Source: an optimization exercise on an open RTL-to-GDS flow (aim: small area). Production flows keep margins and buffers that such runs may drop. Function was checked by simulation only, so behaviour that the tests miss may differ from the original. Power and IR drop assume default switching activity.

==> inputs of run E <==
==> flow/design.v (excerpt) <==
module apb_adv_timer #(
  parameter APB_ADDR_WIDTH = 12,   
  parameter EXTSIG_NUM     = 32,
  parameter TIMER_NBITS    = 16
) (
  input  logic                      HCLK,
  input  logic                      HRESETn,
  input  logic [APB_ADDR_WIDTH-1:0] PADDR,
  input  logic               [31:0] PWDATA,
  input  logic                      PWRITE,
  input  logic                      PSEL,
  input  logic                      PENABLE,
  output logic               [31:0] PRDATA,
  output logic                      PREADY,
  output logic                      PSLVERR,
  input  logic                      dft_cg_enable_i,
  input  logic                      low_speed_clk_i,
  input  logic     [EXTSIG_NUM-1:0] ext_sig_i,
  output logic                [3:0] events_o,
  output logic                [3:0] ch_0_o,
  output logic                [3:0] ch_1_o,
  output logic                [3:0] ch_2_o,
  output logic                [3:0] ch_3_o
);
==> flow/config.mk <==
export PLATFORM = sky130hd
export DESIGN_NAME = apb_adv_timer
export DESIGN_NICKNAME = apb_adv_timer
export VERILOG_FILES = /design/flow/design.v
export SDC_FILE = /design/flow/constraint.sdc
export NUM_CORES = 4
export LEC_CHECK = 0
export CAP_MARGIN = 20
export CORE_MARGIN = 2
export CORE_UTILIZATION = 40
export SLEW_MARGIN = 20
==> flow/constraint.sdc <==
create_clock -name core_clock -period 10.0 [get_ports {HCLK}]
set_input_delay 2.0000 -clock core_clock [delete_from_list [all_inputs] [get_ports {HCLK}]]
set_output_delay 2.0000 -clock core_clock [all_outputs]
set_load 0.01 [all_outputs]
standard.sh (not shown) runs the stock make flow with config.mk's settings and CLKGATE_MAP_FILE= SYNTH_SCRIPT=/design/flow/synth_recipe.tcl, a recipe that flattens the netlist after the stock synthesis.
==> flow/flow/run.sh <==
#!/bin/bash
# Own layout flow: the standard layout (standard.sh, same make targets and
# settings) with three changes:
#  - synthesis maps the combinational logic with a deeper, area-oriented ABC
#    script (flow/abc_deep.script); flip-flops, their names and cell types are
#    those of the standard synthesis, since abc only maps the logic between them;
#  - the port buffers are sky130_fd_sc_hd__buf_2 cells;
#  - clock tree synthesis uses clkbuf_4 buffers, 8-sink clusters and no
#    dummy loads.
# make's full output goes to flow_make.log; ORFS keeps each step's log under
# orfs/logs/.
set -euo pipefail
W=$(pwd)
export MY_ABC_SCRIPT=$W/flow/abc_deep.script
sed "s#SYNTH_SCRIPT=[^ ]*#SYNTH_SCRIPT=$W/flow/my_synth.tcl#" standard.sh > my_standard.sh
bash my_standard.sh \
  "BUFFER_PORTS_ARGS=-buffer_cell sky130_fd_sc_hd__buf_2" \
  "CTS_ARGS=-sink_clustering_enable -repair_clock_nets -dont_use_dummy_load -buf_list sky130_fd_sc_hd__clkbuf_4 -sink_clustering_size 8 -sink_clustering_max_diameter 50" \
  finish > $W/flow_make.log 2>&1 || { tail -50 $W/flow_make.log; exit 1; }
tail -5 $W/flow_make.log
==> flow/flow/abc_deep.script <==
strash
&get -n
&st
&deepsyn -T 120
&put
dch -f
amap -F 4 -A 10
topo
==> flow/flow/my_synth.tcl <==
# The standard synthesis (synth_recipe.tcl), with ORFS's abc call given a
# different ABC script. abc maps only the logic between the flip-flops.
proc abc {args} {
  set i [lsearch -exact $args -script]
  if { $i >= 0 } {
    lset args [expr { $i + 1 }] $::env(MY_ABC_SCRIPT)
  }
  puts "abc (own script): $args"
  yosys abc {*}$args
}
source [file dirname [file dirname [file normalize [info script]]]]/synth_recipe.tcl
==> run M (differences from run E) <==
==> flow/flow/abc_deep.script (replaced) <==
strash
&get -n
&st
&deepsyn -T 60
&put
dch -f
amap -F 4 -A 10
topo
==> impl_metrics.tcl <==
set metrics [dict create \
    status "finished clean" \
    fin_cells 9718 \
    seq_share 0.455 \
    grt_pass1_vias 58500 \
    drt_iter0_drc 9935 \
    grt_pass1_wl_um 479000 \
    ff2ff_path_depth 19 \
    cp_top_family "simple AND/OR/NAND/NOR gates" \
    final_cell_area_um2 67400 \
    multi_input_comb_cells 3937 \
    n_all_buffers 328 \
    grt_use_total 0.440 \
    synth_nets 7235 \
    grt_antenna_before_repair 28 \
    seq_power_mw 6.15 \
    dp_hpwl_um 253000 \
    wl_met2_um 143000 \
    grt.met2_usage 0.622 \
]
Source of the figures above: run E

==> impl_metrics.tcl <==
set metrics [dict create \
    grt_pass1_vias 59500 \
    grt.met2_usage 0.688 \
    drt_iter0_drc 13000 \
    cp_top_family "buffers and inverters" \
    grt_pass1_wl_um 539000 \
    grt_use_total 0.510 \
    ff2ff_path_depth 15 \
    grt_antenna_before_repair 72 \
    status "finished clean" \
]
Source of the figures above: run M


==> inputs of job 2174 <==
apb_adv_timer, a different RTL version from the one above (not shown whole).
Settings: LEC_CHECK=0, CAP_MARGIN=20, CORE_MARGIN=2, CORE_UTILIZATION=40, SLEW_MARGIN=20; clock period 10.0 ns.
==> flow/flow/run.sh <==
#!/bin/bash
# Own layout flow: the standard layout (standard.sh, same make targets and
# settings) with three changes:
#  - synthesis maps the combinational logic with a deeper, area-oriented ABC
#    script (flow/abc_deep.script); flip-flops, their names and cell types are
#    those of the standard synthesis, since abc only maps the logic between them;
#  - the port buffers are sky130_fd_sc_hd__buf_2 cells;
#  - clock tree synthesis uses clkbuf_8 buffers, 14-sink clusters and no
#    dummy loads.
# make's full output goes to flow_make.log; ORFS keeps each step's log under
# orfs/logs/.
set -euo pipefail
W=$(pwd)
export MY_ABC_SCRIPT=$W/flow/abc_deep.script
sed "s#SYNTH_SCRIPT=[^ ]*#SYNTH_SCRIPT=$W/flow/my_synth.tcl#" standard.sh > my_standard.sh
bash my_standard.sh \
  "BUFFER_PORTS_ARGS=-buffer_cell sky130_fd_sc_hd__buf_2" \
  "CTS_ARGS=-sink_clustering_enable -repair_clock_nets -dont_use_dummy_load -buf_list sky130_fd_sc_hd__clkbuf_8 -sink_clustering_size 14 -sink_clustering_max_diameter 60" \
  finish > $W/flow_make.log 2>&1 || { tail -50 $W/flow_make.log; exit 1; }
tail -5 $W/flow_make.log
==> flow/flow/abc_deep.script <==
strash
&get -n
&st
&deepsyn -T 60
&put
dch -f
amap
Scripts as last shown in full above: flow/flow/my_synth.tcl
==> inputs of job 1427, as changes to job 2174 <==
--- a/flow/design.v
+++ b/flow/design.v
@@ -62,17 +62,17 @@
   logic [47:0]  r_ch_mode;
   logic [287:0] r_ch_lut;      
   logic [15:0]  r_ch_lut_valid;  
   genvar t, c;
   generate
     for (t = 0; t < 4; t++) begin : g_tim
       logic s_sel;
       assign s_sel = s_write && (s_apb_addr[7:4] == {2'b00, t[1:0]});
-      always_ff @(posedge HCLK or negedge HRESETn) begin : proc_regs
+      always_ff @(posedge HCLK) begin : proc_regs
         if (~HRESETn) begin
           r_th[t*32 +: 32]      <= '0;
           r_presc[t*8 +: 8]   <= '0;
           r_in_sel[t*8 +: 8]  <= '0;
           r_in_clk[t]  <= 1'b0;
           r_in_mode[t*3 +: 3] <= '0;
           r_saw[t]     <= 1'b1;
         end else begin
@@ -83,17 +83,17 @@
             r_in_mode[t*3 +: 3] <= PWDATA[10:8];
             r_in_clk[t]  <= PWDATA[11];
             r_saw[t]     <= PWDATA[12];
             r_presc[t*8 +: 8]   <= PWDATA[23:16];
           end
         end
       end
       for (c = 0; c < 4; c++) begin : g_ch
-        always_ff @(posedge HCLK or negedge HRESETn) begin : proc_ch
+        always_ff @(posedge HCLK) begin : proc_ch
           if (~HRESETn) begin
             r_ch_th[(4*t+c)*16 +: 16]        <= '0;
             r_ch_mode[(4*t+c)*3 +: 3]      <= '0;
             r_ch_lut_valid[4*t+c] <= 1'b0;
           end else begin
             if (s_sel && s_apb_addr[3:0] == 4'd3 + c) begin
               r_ch_th[(4*t+c)*16 +: 16]   <= PWDATA[15:0];
               r_ch_mode[(4*t+c)*3 +: 3] <= PWDATA[18:16];
@@ -109,17 +109,17 @@
               end
       assign start_o[t]  = r_cmd_valid && (r_cmd_timer == t) && r_cmd[0];
       assign stop_o[t]   = r_cmd_valid && (r_cmd_timer == t) && r_cmd[1];
       assign update_o[t] = r_cmd_valid && (r_cmd_timer == t) && r_cmd[2];
       assign rst_o[t]    = r_cmd_valid && (r_cmd_timer == t) && r_cmd[3];
       assign arm_o[t]    = r_cmd_valid && (r_cmd_timer == t) && r_cmd[4];
     end
   endgenerate
-  always_ff @(posedge HCLK or negedge HRESETn) begin : proc_glob
+  always_ff @(posedge HCLK) begin : proc_glob
     if (~HRESETn) begin
       r_event_sel <= '0;
       r_event_en  <= '0;
       r_clk_en    <= '0;
     end else begin
       if (s_write && s_apb_addr == 8'h40) begin
         r_event_sel <= PWDATA[15:0];
         r_event_en  <= PWDATA[19:16];
@@ -134,36 +134,43 @@
   assign in_clk_o  = r_in_clk;
   assign in_mode_o = r_in_mode;
   assign saw_o     = r_saw;
   assign ch_th_o   = r_ch_th;
   assign ch_mode_o = r_ch_mode;
   assign events_en_o  = r_event_en;
   assign events_sel_o = r_event_sel;
   assign clk_en_o     = r_clk_en;
+  logic [31:0] s_rdata;
+  always_comb begin : proc_rdata_rst
+    if (HRESETn)
+      PRDATA = s_rdata;
+    else
+      PRDATA = {19'h0, (s_apb_addr[7:6] == 2'b00) && (s_apb_addr[3:0] == 4'd1), 12'h0};
+  end
   always_comb begin : proc_rdata
-    PRDATA = '0;
+    s_rdata = '0;
     for (int i = 0; i < 4; i++) begin
       if (s_apb_addr == {2'b00, i[1:0], 4'd1})
-        PRDATA = PRDATA | {8'h0, r_presc[i*8 +: 8], 3'h0, r_saw[i], r_in_clk[i], r_in_mode[i*3 +: 3], r_in_sel[i*8 +: 8]};
+        s_rdata = s_rdata | {8'h0, r_presc[i*8 +: 8], 3'h0, r_saw[i], r_in_clk[i], r_in_mode[i*3 +: 3], r_in_sel[i*8 +: 8]};
       if (s_apb_addr == {2'b00, i[1:0], 4'd2})
-        PRDATA = PRDATA | r_th[i*32 +: 32];
+        s_rdata = s_rdata | r_th[i*32 +: 32];
       for (int j = 0; j < 4; j++) begin
         if (s_apb_addr == {2'b00, i[1:0], 4'd3 + j[3:0]})
-          PRDATA = PRDATA | {13'h0, r_ch_mode[(4*i+j)*3 +: 3], r_ch_th[(4*i+j)*16 +: 16]};
+          s_rdata = s_rdata | {13'h0, r_ch_mode[(4*i+j)*3 +: 3], r_ch_th[(4*i+j)*16 +: 16]};
         if (s_apb_addr == {2'b00, i[1:0], 4'd7 + j[3:0]} && r_ch_lut_valid[4*i+j])
-          PRDATA = PRDATA | {14'h0, r_ch_lut[(4*i+j)*18 +: 18]};
+          s_rdata = s_rdata | {14'h0, r_ch_lut[(4*i+j)*18 +: 18]};
       end
       if (s_apb_addr == {2'b00, i[1:0], 4'd11} && counter_valid_i[i])
-        PRDATA = PRDATA | {16'h0, counter_i[i*16 +: 16]};
+        s_rdata = s_rdata | {16'h0, counter_i[i*16 +: 16]};
     end
     if (s_apb_addr == 8'h40)
-      PRDATA = PRDATA | {12'h0, r_event_en, r_event_sel};
+      s_rdata = s_rdata | {12'h0, r_event_en, r_event_sel};
     if (s_apb_addr == 8'h41)
-      PRDATA = PRDATA | {28'h0, r_clk_en};
+      s_rdata = s_rdata | {28'h0, r_clk_en};
   end
   assign PREADY  = 1'b1;
   assign PSLVERR = 1'b0;
 endmodule  
 `resetall
 `resetall
 `timescale 1ns / 1ps
 module comparator #(
@@ -283,24 +290,24 @@
   logic                s_int_sig;
   logic          [5:0] r_sel;    
   logic          [2:0] r_mode;
   logic                r_armed;
   logic          [2:0] r_ls_clk_sync;
   assign s_rise = ~r_oldval &  s_int_sig;
   assign s_fall =  r_oldval & ~s_int_sig;
   assign s_rise_ls_clk = ~r_ls_clk_sync[2] & r_ls_clk_sync[1];
-  always_ff @(posedge clk_i or negedge rstn_i) begin : proc_r_ls_clk_sync
+  always_ff @(posedge clk_i) begin : proc_r_ls_clk_sync
     if(~rstn_i) begin
       r_ls_clk_sync <= 'h0;
     end else if (clk_en_i) begin
       r_ls_clk_sync <= {r_ls_clk_sync[1:0],ls_clk_i};
     end
   end
-  always_ff @(posedge clk_i or negedge rstn_i) begin : proc_r_mode
+  always_ff @(posedge clk_i) begin : proc_r_mode
     if(~rstn_i) begin
       r_mode    <= 0;
     end else if (clk_en_i) begin
       if (ctrl_update_i)
         r_mode    <= cfg_mode_i;
     end
   end
   always_ff @(posedge clk_i) begin : proc_r_sel
@@ -341,32 +348,32 @@
         else
           s_int_evnt = 1'b0;
       end
     endcase  
   end
   logic [63:0] s_sig_pad;
   assign s_sig_pad = {{(64-EXTSIG_NUM){1'b0}}, signal_i};
   assign s_int_sig = s_sig_pad[r_sel];
-  always_ff @(posedge clk_i or negedge rstn_i) begin : proc_r_event
+  always_ff @(posedge clk_i) begin : proc_r_event
     if(~rstn_i) begin
       r_event <= 1'b0;
       r_armed <= 1'b0;
     end else if (clk_en_i) begin
       if (r_armed)
         r_event <= s_int_evnt;
       else if(cnt_end_i)
         r_event <= 1'b0;
       if (ctrl_arm_i)
         r_armed <= 1'b1;
       else if(cnt_end_i)
         r_armed <= 1'b0;
     end
   end
-  always_ff @(posedge clk_i or negedge rstn_i) begin : proc_r_sync
+  always_ff @(posedge clk_i) begin : proc_r_sync
     if(~rstn_i) begin
       r_oldval <= 0;
     end else if (clk_en_i) begin
       if (ctrl_active_i)
       begin
         if (!cfg_sel_clk_i || (cfg_sel_clk_i && s_rise_ls_clk))
           r_oldval <= s_int_sig;
       end
@@ -449,17 +456,17 @@
     end
     else
     begin
       ctrl_rst_o     = cfg_rst_i;
       ctrl_cnt_upd_o = cfg_update_i;
       ctrl_all_upd_o = cnt_update_i;      
     end
   end
-  always_ff @(posedge clk_i or negedge rstn_i) begin : proc_r_active
+  always_ff @(posedge clk_i) begin : proc_r_active
     if(~rstn_i) begin
       r_active <= 0;
       r_pending <= 0;
     end else if (clk_en_i) begin
       if (cfg_start_i)
         r_active <= 1;
       else if (cfg_stop_i)
         r_active <= 0;
@@ -507,36 +514,32 @@
   logic                s_is_update; 
   logic                s_do_update; 
   logic                s_pending_update; 
   logic                r_pending_update; 
   assign counter_o     = r_counter;
   assign counter_saw_o = r_sawtooth;
   assign counter_evt_o = ctrl_active_i & r_event;
   assign counter_end_o = ctrl_active_i & r_event & s_is_update;
-  logic [NUM_BITS-1:0] s_cnt_inc;
-  logic [NUM_BITS-1:0] s_cnt_dec;
   logic                s_eq_end;
   logic                s_eq_start;
   logic                s_cnt_write;
   logic                r_cnt_valid;
   logic                r_upd_hit;
   logic                s_upd_hit;
-  assign s_cnt_inc  = r_counter + 1;
-  assign s_cnt_dec  = r_counter - 1;
   assign s_eq_end   = (r_counter == r_end);
   assign s_eq_start = (r_counter == r_start);
   assign counter_valid_o = r_cnt_valid;
   assign s_is_update = r_sawtooth ? s_eq_end : r_upd_hit;
   always_comb begin : proc_s_upd_hit
     s_upd_hit = 1'b0;
     if (!s_do_update && !r_direction && s_eq_end)
       s_upd_hit = !r_sawtooth && s_eq_start && (r_start != '0);
   end
-  always_ff @(posedge clk_i or negedge rstn_i) begin : proc_r_event
+  always_ff @(posedge clk_i) begin : proc_r_event
     if(~rstn_i) begin
       r_event <= 0;
       r_pending_update <= 0;
     end else if (clk_en_i) begin
       r_pending_update <= s_pending_update;
       if (ctrl_active_i)
         r_event <= counter_event_i;
     end
@@ -564,51 +567,41 @@
     end
     else if(ctrl_rst_i)
     begin
         s_pending_update = 0;
         s_do_update      = 1;
     end
   end
   assign s_cnt_write = s_do_update || (counter_event_i && ctrl_active_i);
+  logic                s_wrap;
+  logic                s_dn;
+  logic [NUM_BITS-1:0] s_tog;
+  logic [NUM_BITS-1:0] s_cnt_step;
+  assign s_wrap = !r_direction && s_eq_end && r_sawtooth;
+  assign s_dn   = (!r_direction && s_eq_end && !r_sawtooth) || (r_direction && !s_eq_start);
+  always_comb begin : proc_s_tog
+    s_tog[0] = 1'b1;
+    for (int i = 1; i < NUM_BITS; i++)
+      s_tog[i] = s_tog[i-1] & (r_counter[i-1] ^ s_dn);
+  end
+  assign s_cnt_step = r_counter ^ s_tog;
   always_comb begin : proc_s_counter
-    s_counter   = r_counter;
-    s_direction = r_direction;
-    if(s_do_update)
-    begin
+    if (s_do_update) begin
       s_counter   = cfg_start_i;
       s_direction = 1'b0;
-    end
-    else if (!r_direction && s_eq_end)
-    begin
-      if (r_sawtooth)
-      begin
-        s_counter   = r_start;
-        s_direction = 1'b0;
-      end
-      else
-      begin
-        s_counter    = s_cnt_dec;
-        s_direction  = 1'b1;
-      end
-    end
-    else if (r_direction && s_eq_start)
-    begin
-      s_counter    = s_cnt_inc;
-      s_direction  = 1'b0;
-    end
-    else
-    begin
-      if (r_direction)
-        s_counter  = s_cnt_dec;
-      else
-        s_counter  = s_cnt_inc;
+    end else if (s_wrap) begin
+      s_counter   = r_start;
+      s_direction = 1'b0;
+    end else begin
+      s_counter   = s_cnt_step;
+      s_direction = s_dn;
     end
   end
-  always_ff @(posedge clk_i or negedge rstn_i) begin : proc_r_cnt_valid
+  always_ff @(posedge clk_i) begin : proc_r_cnt_valid
     if(~rstn_i)
       r_cnt_valid <= 1'b0;
     else if (clk_en_i && s_do_update)
       r_cnt_valid <= 1'b1;
   end
   always_ff @(posedge clk_i) begin : proc_r_counter
     if (clk_en_i) begin
       if (s_cnt_write)
==> flow/flow/run.sh (replaced) <==
#!/bin/bash
# Own layout flow: the standard layout (standard.sh, same make targets and
# settings) with three changes:
#  - synthesis maps the combinational logic with a deeper, area-oriented ABC
#    script (flow/abc_deep.script); flip-flops, their names and cell types are
#    those of the standard synthesis, since abc only maps the logic between them;
#  - the port buffers are sky130_fd_sc_hd__buf_2 cells;
#  - clock tree synthesis uses clkbuf_4 buffers, 8-sink clusters and no
#    dummy loads.
# make's full output goes to flow_make.log; ORFS keeps each step's log under
# orfs/logs/.
set -euo pipefail
W=$(pwd)
export MY_ABC_SCRIPT=$W/flow/abc_deep.script
sed "s#SYNTH_SCRIPT=[^ ]*#SYNTH_SCRIPT=$W/flow/my_synth.tcl#" standard.sh > my_standard.sh
bash my_standard.sh \
  "BUFFER_PORTS_ARGS=-buffer_cell sky130_fd_sc_hd__buf_2" \
  "CTS_ARGS=-sink_clustering_enable -repair_clock_nets -dont_use_dummy_load -buf_list sky130_fd_sc_hd__clkbuf_4 -sink_clustering_size 8 -sink_clustering_max_diameter 50" \
  finish > $W/flow_make.log 2>&1 || { tail -50 $W/flow_make.log; exit 1; }
tail -5 $W/flow_make.log
==> flow/flow/abc_deep.script (replaced) <==
strash
&get -n
&st
&deepsyn -T 60
&put
dch -f
amap -F 4 -A 10
topo
==> inputs of job 7308, as changes to job 2174 <==
--- a/flow/design.v
+++ b/flow/design.v
@@ -11,17 +11,16 @@
   input  logic                      PSEL,
   input  logic                      PENABLE,
   output logic               [31:0] PRDATA,
   output logic                      PREADY,
   output logic                      PSLVERR,
   output logic               [3:0]  events_en_o,
   output logic              [15:0]  events_sel_o,    
   input  logic              [63:0]  counter_i,       
-  input  logic               [3:0]  counter_valid_i, 
   output logic               [3:0]  start_o,
   output logic               [3:0]  stop_o,
   output logic               [3:0]  update_o,
   output logic               [3:0]  arm_o,
   output logic               [3:0]  rst_o,
   output logic               [3:0]  saw_o,
   output logic              [31:0]  in_sel_o,        
   output logic               [3:0]  in_clk_o,
@@ -147,17 +146,17 @@
       if (s_apb_addr == {2'b00, i[1:0], 4'd2})
         PRDATA = PRDATA | r_th[i*32 +: 32];
       for (int j = 0; j < 4; j++) begin
         if (s_apb_addr == {2'b00, i[1:0], 4'd3 + j[3:0]})
           PRDATA = PRDATA | {13'h0, r_ch_mode[(4*i+j)*3 +: 3], r_ch_th[(4*i+j)*16 +: 16]};
         if (s_apb_addr == {2'b00, i[1:0], 4'd7 + j[3:0]} && r_ch_lut_valid[4*i+j])
           PRDATA = PRDATA | {14'h0, r_ch_lut[(4*i+j)*18 +: 18]};
       end
-      if (s_apb_addr == {2'b00, i[1:0], 4'd11} && counter_valid_i[i])
+      if (s_apb_addr == {2'b00, i[1:0], 4'd11})
         PRDATA = PRDATA | {16'h0, counter_i[i*16 +: 16]};
     end
     if (s_apb_addr == 8'h40)
       PRDATA = PRDATA | {12'h0, r_event_en, r_event_sel};
     if (s_apb_addr == 8'h41)
       PRDATA = PRDATA | {28'h0, r_clk_en};
   end
   assign PREADY  = 1'b1;
@@ -488,18 +487,17 @@
   input  logic [NUM_BITS-1:0] cfg_end_i,
   input  logic                ctrl_update_i,
   input  logic                ctrl_rst_i,
   input  logic                ctrl_active_i,
   input  logic                counter_event_i,
   output logic                counter_end_o,
   output logic                counter_saw_o,
   output logic                counter_evt_o,
-  output logic [NUM_BITS-1:0] counter_o,
-  output logic                counter_valid_o
+  output logic [NUM_BITS-1:0] counter_o
 );
   logic [NUM_BITS-1:0] r_counter;
   logic [NUM_BITS-1:0] r_start;
   logic [NUM_BITS-1:0] r_end;
   logic [NUM_BITS-1:0] s_counter;
   logic                r_direction;  
   logic                r_sawtooth;  
   logic                r_event;
@@ -509,33 +507,20 @@
   logic                s_pending_update; 
   logic                r_pending_update; 
   assign counter_o     = r_counter;
   assign counter_saw_o = r_sawtooth;
   assign counter_evt_o = ctrl_active_i & r_event;
   assign counter_end_o = ctrl_active_i & r_event & s_is_update;
   logic [NUM_BITS-1:0] s_cnt_inc;
   logic [NUM_BITS-1:0] s_cnt_dec;
-  logic                s_eq_end;
-  logic                s_eq_start;
-  logic                s_cnt_write;
-  logic                r_cnt_valid;
-  logic                r_upd_hit;
-  logic                s_upd_hit;
-  assign s_cnt_inc  = r_counter + 1;
-  assign s_cnt_dec  = r_counter - 1;
-  assign s_eq_end   = (r_counter == r_end);
-  assign s_eq_start = (r_counter == r_start);
-  assign counter_valid_o = r_cnt_valid;
-  assign s_is_update = r_sawtooth ? s_eq_end : r_upd_hit;
-  always_comb begin : proc_s_upd_hit
-    s_upd_hit = 1'b0;
-    if (!s_do_update && !r_direction && s_eq_end)
-      s_upd_hit = !r_sawtooth && s_eq_start && (r_start != '0);
-  end
+  logic                s_cnt_carry;
+  assign {s_cnt_carry, s_cnt_inc} = {1'b0, r_counter} + 1;
+  assign s_cnt_dec = r_counter - 1;
+  assign s_is_update = r_sawtooth ? (r_counter == r_end) : (r_direction && !s_cnt_carry && (s_cnt_inc == r_start));
   always_ff @(posedge clk_i or negedge rstn_i) begin : proc_r_event
     if(~rstn_i) begin
       r_event <= 0;
       r_pending_update <= 0;
     end else if (clk_en_i) begin
       r_pending_update <= s_pending_update;
       if (ctrl_active_i)
         r_event <= counter_event_i;
@@ -563,65 +548,62 @@
       end
     end
     else if(ctrl_rst_i)
     begin
         s_pending_update = 0;
         s_do_update      = 1;
     end
   end
-  assign s_cnt_write = s_do_update || (counter_event_i && ctrl_active_i);
   always_comb begin : proc_s_counter
     s_counter   = r_counter;
     s_direction = r_direction;
     if(s_do_update)
     begin
       s_counter   = cfg_start_i;
       s_direction = 1'b0;
     end
-    else if (!r_direction && s_eq_end)
+    else if (!r_direction && (r_counter == r_end))
     begin
       if (r_sawtooth)
       begin
         s_counter   = r_start;
         s_direction = 1'b0;
       end
       else
       begin
         s_counter    = s_cnt_dec;
         s_direction  = 1'b1;
       end
     end
-    else if (r_direction && s_eq_start)
+    else if (r_direction && (r_counter == r_start))
     begin
       s_counter    = s_cnt_inc;
       s_direction  = 1'b0;
     end
     else
     begin
       if (r_direction)
         s_counter  = s_cnt_dec;
       else
         s_counter  = s_cnt_inc;
     end
   end
-  always_ff @(posedge clk_i or negedge rstn_i) begin : proc_r_cnt_valid
-    if(~rstn_i)
-      r_cnt_valid <= 1'b0;
-    else if (clk_en_i && s_do_update)
-      r_cnt_valid <= 1'b1;
+  always_ff @(posedge clk_i or negedge rstn_i) begin : proc_r_counter
+    if(~rstn_i) begin
+      r_counter   <= 0;
+    end else if (clk_en_i) begin
+      if (s_do_update || (counter_event_i && ctrl_active_i))
+        r_counter   <= s_counter;
+    end
   end
-  always_ff @(posedge clk_i) begin : proc_r_counter
+  always_ff @(posedge clk_i) begin : proc_r_bounds
     if (clk_en_i) begin
-      if (s_cnt_write)
-      begin
-        r_counter   <= s_counter;
+      if (s_do_update || (counter_event_i && ctrl_active_i))
         r_direction <= s_direction;
-        r_upd_hit   <= s_upd_hit;
-      end
       if (s_do_update)
       begin
         r_start     <= cfg_start_i;
         r_end       <= cfg_end_i;
         r_sawtooth  <= cfg_sawtooth_i;
       end
     end
   end
@@ -654,17 +636,16 @@
   input  logic          [2:0] cfg_comp_op_ch1_i,
   input  logic [NUM_BITS-1:0] cfg_comp_ch2_i,
   input  logic          [2:0] cfg_comp_op_ch2_i,
   input  logic [NUM_BITS-1:0] cfg_comp_ch3_i,
   input  logic          [2:0] cfg_comp_op_ch3_i,
   input  logic                ls_clk_i,
   input  logic [N_EXTSIG-1:0] signal_i,
   output logic [NUM_BITS-1:0] counter_o,
-  output logic                counter_valid_o,
   output logic          [3:0] pwm_o,
   output logic          [7:0] status_o
 );
   logic s_ctrl_update_cnt;
   logic s_ctrl_update_all;
   logic s_ctrl_active;
   logic s_ctrl_rst;
   logic s_ctrl_arm;
@@ -733,18 +714,17 @@
     .ctrl_active_i   ( s_ctrl_active     ),
     .cfg_sawtooth_i  ( cfg_sawtooth_i    ),
     .cfg_start_i     ( cfg_cnt_start_i   ),
     .cfg_end_i       ( cfg_cnt_end_i     ),
     .counter_event_i ( s_presc_evt       ),
     .counter_end_o   ( s_cnt_end         ),
     .counter_saw_o   ( s_cnt_saw         ),
     .counter_evt_o   ( s_cnt_evt         ),
-    .counter_o       ( s_cnt             ),
-    .counter_valid_o ( counter_valid_o   )
+    .counter_o       ( s_cnt             )
   );
   comparator u_comp_ch0
   (
     .clk_i            ( clk_i             ),
     .rstn_i           ( rstn_i            ),
     .clk_en_i         ( clk_en_i          ),
     .ctrl_update_i    ( s_ctrl_update_all ),
     .ctrl_active_i    ( s_ctrl_active     ),
@@ -846,17 +826,16 @@
   logic   [3:0] s_in_clk;
   logic  [11:0] s_in_mode;
   logic  [31:0] s_presc;
   logic [127:0] s_th;
   logic [255:0] s_ch_th;
   logic  [47:0] s_ch_mode;
   logic   [3:0] s_clk_en;
   logic  [63:0] s_counter;
-  logic   [3:0] s_counter_valid;
   logic  [15:0] s_pwm;
   logic [N_TIMEREXTSIG-1:0] s_timer_signal;
   assign ch_0_o = s_pwm[3:0];
   assign ch_1_o = s_pwm[7:4];
   assign ch_2_o = s_pwm[11:8];
   assign ch_3_o = s_pwm[15:12];
   assign s_timer_signal = {s_pwm, ext_sig_i};
   adv_timer_apb_if #(
@@ -870,17 +849,16 @@
     .PSEL           ( PSEL         ),
     .PENABLE        ( PENABLE      ),
     .PRDATA         ( PRDATA       ),
     .PREADY         ( PREADY       ),
     .PSLVERR        ( PSLVERR      ),
     .events_en_o    ( s_event_en   ),
     .events_sel_o   ( s_event_sel  ),
     .counter_i      ( s_counter    ),
-    .counter_valid_i( s_counter_valid ),
     .start_o        ( s_start      ),
     .stop_o         ( s_stop       ),
     .update_o       ( s_update     ),
     .arm_o          ( s_arm        ),
     .rst_o          ( s_rst        ),
     .saw_o          ( s_saw        ),
     .in_sel_o       ( s_in_sel     ),
     .in_clk_o       ( s_in_clk     ),
@@ -919,17 +897,16 @@
         .cfg_comp_op_ch1_i ( s_ch_mode[(4*t+1)*3 +: 3]        ),
         .cfg_comp_ch2_i    ( s_ch_th[(4*t+2)*16 +: 16]        ),
         .cfg_comp_op_ch2_i ( s_ch_mode[(4*t+2)*3 +: 3]        ),
         .cfg_comp_ch3_i    ( s_ch_th[(4*t+3)*16 +: 16]        ),
         .cfg_comp_op_ch3_i ( s_ch_mode[(4*t+3)*3 +: 3]        ),
         .ls_clk_i          ( low_speed_clk_i                  ),
         .signal_i          ( s_timer_signal                   ),
         .counter_o         ( s_counter[t*16 +: 16]            ),
-        .counter_valid_o   ( s_counter_valid[t]               ),
         .pwm_o             ( s_pwm[t*4 +: 4]                  ),
         .status_o          (                                  )
       );
     end
   endgenerate
   logic [7:0] r_event_sync;    
   genvar e;
   generate
==> flow/run.sh (new file) <==
#!/bin/bash
# synth_recipe.tcl (not shown) runs the flow's synth.tcl, then flattens the netlist and writes it again
# the make line also repeats each setting of config.mk as NAME=value (left out here)
make -C /OpenROAD-flow-scripts/flow DESIGN_CONFIG=/design/flow/config.mk WORK_HOME=/design/flow/orfs CLKGATE_MAP_FILE= SYNTH_SCRIPT=/design/flow/synth_recipe.tcl finish
==> flow/config.mk (replaced) <==
export PLATFORM = sky130hd
export DESIGN_NAME = apb_adv_timer
export DESIGN_NICKNAME = apb_adv_timer
export VERILOG_FILES = /design/flow/design.v
export SDC_FILE = /design/flow/constraint.sdc
export NUM_CORES = 4
export LEC_CHECK = 0
export ABC_AREA = 1
export ABC_CLOCK_PERIOD_IN_PS = 10000
export CAP_MARGIN = 20
export CORE_MARGIN = 2
export CORE_UTILIZATION = 40
export SLEW_MARGIN = 20
removed: flow/flow/run.sh
removed: flow/flow/abc_deep.script
removed: flow/flow/my_synth.tcl
removed: flow/standard.sh
==> summary.txt <==
The lowest cell count belongs to job 2174, the highest to job 7308. The lowest synthesized area belongs to job 1427, the highest to job 7308. Sequential power, highest first: job 7308, job 2174, job 1427. Synthesized cell count: job 7308 > job 1427 > job 2174. Fmax, lowest first: job 7308, job 1427, job 2174. Clock-buffer cell count: job 2174 < job 1427 < job 7308.
==> figures <==
item	job 7308	job 1427	job 2174
Comb pwr	3560 µW	347 µW	721 µW
Worst Setup EP	PRDATA[10]	PRDATA[6]	PRDATA[9]
Maximum operating frequency	0.111 GHz	0.112 GHz	0.116 GHz
Dpl cell area	78900 µm²	68500 µm²	72400 µm²
Result of the run	no timing/DRC/antenna violations	no timing/DRC/antenna violations	no timing/DRC/antenna violations
Number of ordinary inverters in the final layout	619	740	579
Netlist area before placement	74600 µm²	63600 µm²	67200 µm²
Post-synth ARST share	45.1%	1.62%	41.0%
Share of cell area taken by multi-input logic gates	33.1%	29.8%	29.8%
Post-Synthesis Cells	7947	5820	5643
Post-CTS clock slew at the launch and capture registers of the worst setup and hold paths	60 ps	100 ps	100 ps
Most common cell in the synthesized netlist	nand2_1	edfxtp_1	edfxtp_1
Proportion of layout cells with a drive suffix above 1	8.30%	9.75%	9.22%

-- re-timing with driven ports --
In the flow no input, the clock included, has a driving cell. The finished layouts below were timed again as built, in two steps.
Step 1 (the two cells are an assumption about what drives the block):
set clk [get_ports {HCLK}]
set_driving_cell -lib_cell sky130_fd_sc_hd__clkbuf_16 $clk
set_driving_cell -lib_cell sky130_fd_sc_hd__buf_2 [delete_from_list [all_inputs] $clk]
Step 2 times the ports against the registers' clock, not the clock port: input delays grow and output delays shrink by t, the midpoint of the rising clock arrivals with the driver on.
a / b / c = ideal / step 1 / step 2; a / b = the first two.
run	t, ns	slack for setup (ns)	hold slack, ns	cell pins on the clock port's net
run E	1.419	1.162 / 1.138 / 1.138	0.447 / 0.447 / 0.447	1
run M	1.351	0.593 / 0.567 / 0.567	0.445 / 0.445 / 0.445	1
job 2174	0.986	1.388 / 1.219 / 1.219	0.425 / 0.425 / 0.425	1
job 1427	1.389	1.038 / 1.015 / 1.015	0.303 / 0.303 / 0.303	1
job 7308	0.935	1.027 / 1.002 / 1.002	0.461 / 0.461 / 0.461	1
After both steps setup and hold are still met in every run listed. The setup slack of job 2174, which loses most, moves by -0.169 ns with the drivers and by -0.169 ns with both steps.
